This is an optimization exercise on Yosys and OpenROAD, whose aim is small area, not a production implementation. In this exercise RTL edits were held to simulation tests only and were not proved equivalent to the original. The clock port is modelled as an ideal driver; clocking choices that lean on that would not hold on a real chip. Power figures rest on the tool's default switching activity, not on a simulated workload.

==> flow/design.v (excerpt) <==
module top(
    input               sys_clk, sys_rst_n                  ,
    input               tim_psel, tim_pwrite, tim_penable   ,
    input   [31 : 0]    tim_paddr                           ,
    input   [31 : 0]    tim_pwdata                          ,
    output  [31 : 0]    tim_prdata                          ,
    input   [3 :  0]    tim_pstrb                           ,
    output              tim_pready                          ,
    output              tim_pslverr                         ,
    output              tim_int                             ,
    input               dbg_mode
);
export LEC_CHECK = 0
export CAP_MARGIN = 20
export CORE_MARGIN = 2
export CORE_UTILIZATION = 65
export SLEW_MARGIN = 20
create_clock -name core_clock -period 6.0 [get_ports {sys_clk}]
standard.sh (not shown) runs the stock make flow with config.mk's settings and CLKGATE_MAP_FILE= SYNTH_SCRIPT=/design/flow/synth_recipe.tcl, a recipe that flattens the netlist after the stock synthesis.
==> flow/flow/run.sh <==
#!/bin/bash
# The standard layout with: ABC area recovery in synthesis (same registers and
# names), plain buf_1 port buffers, and a clkbuf_4 clock tree whose heavily loaded
# leaf buffers are upsized after CTS.
set -euo pipefail
W=$PWD
export ALT_ABC_SCRIPT=$W/flow/abc_alt.script
export FLOW_SYNTH_TCL=$W/synth_recipe.tcl
bash standard.sh \
  "SYNTH_SCRIPT=$W/flow/synth_alt.tcl" \
  "BUFFER_PORTS_ARGS=-buffer_cell sky130_fd_sc_hd__buf_1" \
  "CTS_ARGS=-sink_clustering_enable -repair_clock_nets -root_buf sky130_fd_sc_hd__clkbuf_16 -buf_list sky130_fd_sc_hd__clkbuf_4 -dont_use_dummy_load" \
  "POST_CTS_TCL=$W/flow/cts_post.tcl" \
  finish > standard.log 2>&1
==> flow/flow/abc_alt.script <==
&get -n
&st
&dch
&nf -R 1000
&st
&deepsyn -J 100 -T 120
&st
&syn2
&if -g -K 6
&synch2
&nf -R 1000
&st
&syn2
&if -g -K 6
&synch2
&nf -R 1000
&put
topo
stime -c
dnsize -c
==> flow/flow/cts_post.tcl <==
estimate_parasitics -placement
set upsized 0
foreach inst [[ord::get_db_block] getInsts] {
  if {[[$inst getMaster] getName] ne "sky130_fd_sc_hd__clkbuf_4"} { continue }
  if {![string match "clkbuf_*" [$inst getName]]} { continue }
  set net [[$inst findITerm X] getNet]
  if {$net eq "NULL"} { continue }
  set fanout 0
  set worst 0.0
  foreach it [$net getITerms] {
    if {[$it isOutputSignal]} { continue }
    incr fanout
    set pin [get_pins "[[$it getInst] getName]/[[$it getMTerm] getName]"]
    set s [get_property $pin slew_max]
    if {$s > $worst} { set worst $s }
  }
  if {$worst > 0.110} {
    puts "cts_post: upsizing [$inst getName] (fanout $fanout, slew $worst)"
    replace_cell [$inst getName] sky130_fd_sc_hd__clkbuf_8
    incr upsized
  }
}
puts "cts_post: upsized $upsized clock buffers"
if {$upsized} {
  detailed_placement
  check_placement -verbose
  estimate_parasitics -placement
}
==> flow/flow/synth_alt.tcl <==
# The standard flow's synthesis script unchanged, except that ABC runs flow/abc_alt.script
# (area-oriented: &deepsyn, stopped after 100 steps without gain, between &nf mappings with extra area recovery; no buffer -c or upsize -c).
proc abc {args} {
  set i [lsearch $args -script]
  if {$i >= 0} { lset args [expr {$i + 1}] $::env(ALT_ABC_SCRIPT) }
  yosys abc {*}$args
}
source $::env(FLOW_SYNTH_TCL)
Change:
==> flow/flow/abc_alt.script (replaced) <==
&get -n
&st
&dch
&nf -R 1000
&st
&syn2
&if -g -K 6
&synch2
&nf -R 1000
&st
&syn2
&if -g -K 6
&synch2
&nf -R 1000
&st
&syn2
&if -g -K 6
&synch2
&nf -R 1000
&st
&syn2
&if -g -K 6
&synch2
&nf -R 1000
&st
&syn2
&if -g -K 6
&synch2
&nf -R 1000
&st
&syn2
&if -g -K 6
&synch2
&nf -R 1000
&st
&syn2
&if -g -K 6
&synch2
&nf -R 1000
&st
&syn2
&if -g -K 6
&synch2
&nf -R 1000
&put
topo
stime -c

dnsize -c
--- a/flow/flow/cts_post.tcl
+++ b/flow/flow/cts_post.tcl
@@ -16,3 +16,3 @@
   }
-  if {$worst > 0.110} {
+  if {$fanout >= 10 || $worst > 0.095} {
     puts "cts_post: upsizing [$inst getName] (fanout $fanout, slew $worst)"
==> flow/flow/synth_alt.tcl (replaced) <==
# The standard flow's synthesis script unchanged, except that ABC runs flow/abc_alt.script
# (ORFS's speed script with more rounds, more area recovery in &nf, and no buffer -c or upsize -c).
proc abc {args} {
  set i [lsearch $args -script]
  if {$i >= 0} { lset args [expr {$i + 1}] $::env(ALT_ABC_SCRIPT) }
  yosys abc {*}$args
}
source $::env(FLOW_SYNTH_TCL)
--- a/flow/config.mk
+++ b/flow/config.mk
@@ -9,3 +9,4 @@
 export CORE_MARGIN = 2
-export CORE_UTILIZATION = 65
+export CORE_UTILIZATION = 40
+export GPL_TIMING_DRIVEN = 0
 export SLEW_MARGIN = 20
What happened:
- The new run completed without violations
- clock power went up by about 13%
- cell area came out higher by 5.0%
- synthesized cell count came out lower by about 3%
- fmax went down by about 9%
- routed wire length shrinks by about 6%
- utilization falls by 26 points
- flip-flop and latch count stays the same
- total power goes up by 4.7%
Change:
--- a/flow/config.mk
+++ b/flow/config.mk
@@ -10,3 +10,2 @@
 export CORE_UTILIZATION = 40
-export GPL_TIMING_DRIVEN = 0
 export SLEW_MARGIN = 20
What happened:
- count of clock-buffer cells in the layout stays the same
- global-route usage drops by 0.78 points
- non-clock buffer count falls by 1
- synthesized area stays the same
- combinational power went down by 10%
- synthesized cell count stays the same
- maximum frequency grows by 11%
Change:
--- a/flow/flow/run.sh
+++ b/flow/flow/run.sh
@@ -11,3 +11,3 @@
   "BUFFER_PORTS_ARGS=-buffer_cell sky130_fd_sc_hd__buf_1" \
-  "CTS_ARGS=-sink_clustering_enable -repair_clock_nets -root_buf sky130_fd_sc_hd__clkbuf_16 -buf_list sky130_fd_sc_hd__clkbuf_4 -dont_use_dummy_load" \
+  "CTS_ARGS=-sink_clustering_enable -repair_clock_nets -root_buf sky130_fd_sc_hd__clkbuf_8 -buf_list sky130_fd_sc_hd__clkbuf_4 -dont_use_dummy_load" \
   "POST_CTS_TCL=$W/flow/cts_post.tcl" \
==> flow/flow/abc_alt.script (replaced) <==
&get -n
&st
&dch
&nf -R 1000
&st
&deepsyn -J 100 -T 120
&st
&syn2
&if -g -K 6
&synch2
&nf -R 1000
&st
&syn2
&if -g -K 6
&synch2
&nf -R 1000
&put
topo
stime -c
dnsize -c
--- a/flow/flow/cts_post.tcl
+++ b/flow/flow/cts_post.tcl
@@ -16,3 +16,3 @@
   }
-  if {$fanout >= 10 || $worst > 0.095} {
+  if {$worst > 0.110} {
     puts "cts_post: upsizing [$inst getName] (fanout $fanout, slew $worst)"
==> flow/flow/synth_alt.tcl (replaced) <==
# The standard flow's synthesis script unchanged, except that ABC runs flow/abc_alt.script
# (area-oriented: &deepsyn, stopped after 100 steps without gain, between &nf mappings with extra area recovery; no buffer -c or upsize -c).
proc abc {args} {
  set i [lsearch $args -script]
  if {$i >= 0} { lset args [expr {$i + 1}] $::env(ALT_ABC_SCRIPT) }
  yosys abc {*}$args
}
source $::env(FLOW_SYNTH_TCL)
Result:
- power came out lower by 5.3%
- wire length came out higher by 11%
- non-clock buffer count is unchanged
- utilization came out lower by 0.39 points
- via count came out higher by 7.8%
- synthesized cell count came out higher by 3.2%
- final area came out lower by 1.5%
- clock skew came out higher by 0.0068 ns
- clock-buffer cell count is unchanged
- fmax came out lower by about 1.5%
- global-route usage came out higher by 3.2 points
Change:
--- a/flow/flow/run.sh
+++ b/flow/flow/run.sh
@@ -11,3 +11,3 @@
   "BUFFER_PORTS_ARGS=-buffer_cell sky130_fd_sc_hd__buf_1" \
-  "CTS_ARGS=-sink_clustering_enable -repair_clock_nets -root_buf sky130_fd_sc_hd__clkbuf_8 -buf_list sky130_fd_sc_hd__clkbuf_4 -dont_use_dummy_load" \
+  "CTS_ARGS=-sink_clustering_enable -repair_clock_nets -root_buf sky130_fd_sc_hd__clkbuf_16 -buf_list sky130_fd_sc_hd__clkbuf_4 -dont_use_dummy_load" \
   "POST_CTS_TCL=$W/flow/cts_post.tcl" \
Hold slack barely changes.
Flip-flop and latch count does not change.
Wire length is about the same.
Global-route usage does not change.

==> separate check: timing with driven ports <==
How much do the figures lean on ideal ports? The routed layouts below were timed once more, with nothing changed but the port constraints. Step 1 sets driving cells, clkbuf_16 on the clock port and buf_2 on the other inputs (assumed; they add their load-dependent delay and slew). Step 2 adds t to the input delays and takes it off the output delays; t is the mean of the earliest and latest rising clock arrival at the registers after step 1. Input paths then give back, and output paths get back, about the clock's delay inside the block. Three values: ideal ports, drivers, drivers and shift; two values: the first two.
| run | t (ns) | slack for setup (ns) | worst hold slack (ns) |
|---|---|---|---|
| the first run | 0.414 | 1.070 / 1.050 / 0.806 | 0.455 / 0.455 / 0.455 |
| the second run | 0.413 | 0.573 / 0.592 / 0.179 | 0.458 / 0.458 / 0.458 |
| the third run | 0.415 | 1.104 / 1.082 / 1.024 | 0.462 / 0.462 / 0.462 |
| the fourth run | 0.461 | 1.027 / 1.005 / 0.858 | 0.467 / 0.467 / 0.467 |
| the fifth run | 0.406 | 1.018 / 0.996 / 0.862 | 0.467 / 0.467 / 0.467 |
After both steps every run listed still meets setup and hold. The setup slack of the second run, which loses most, moves by +0.019 ns with the drivers and by -0.394 ns with both steps.
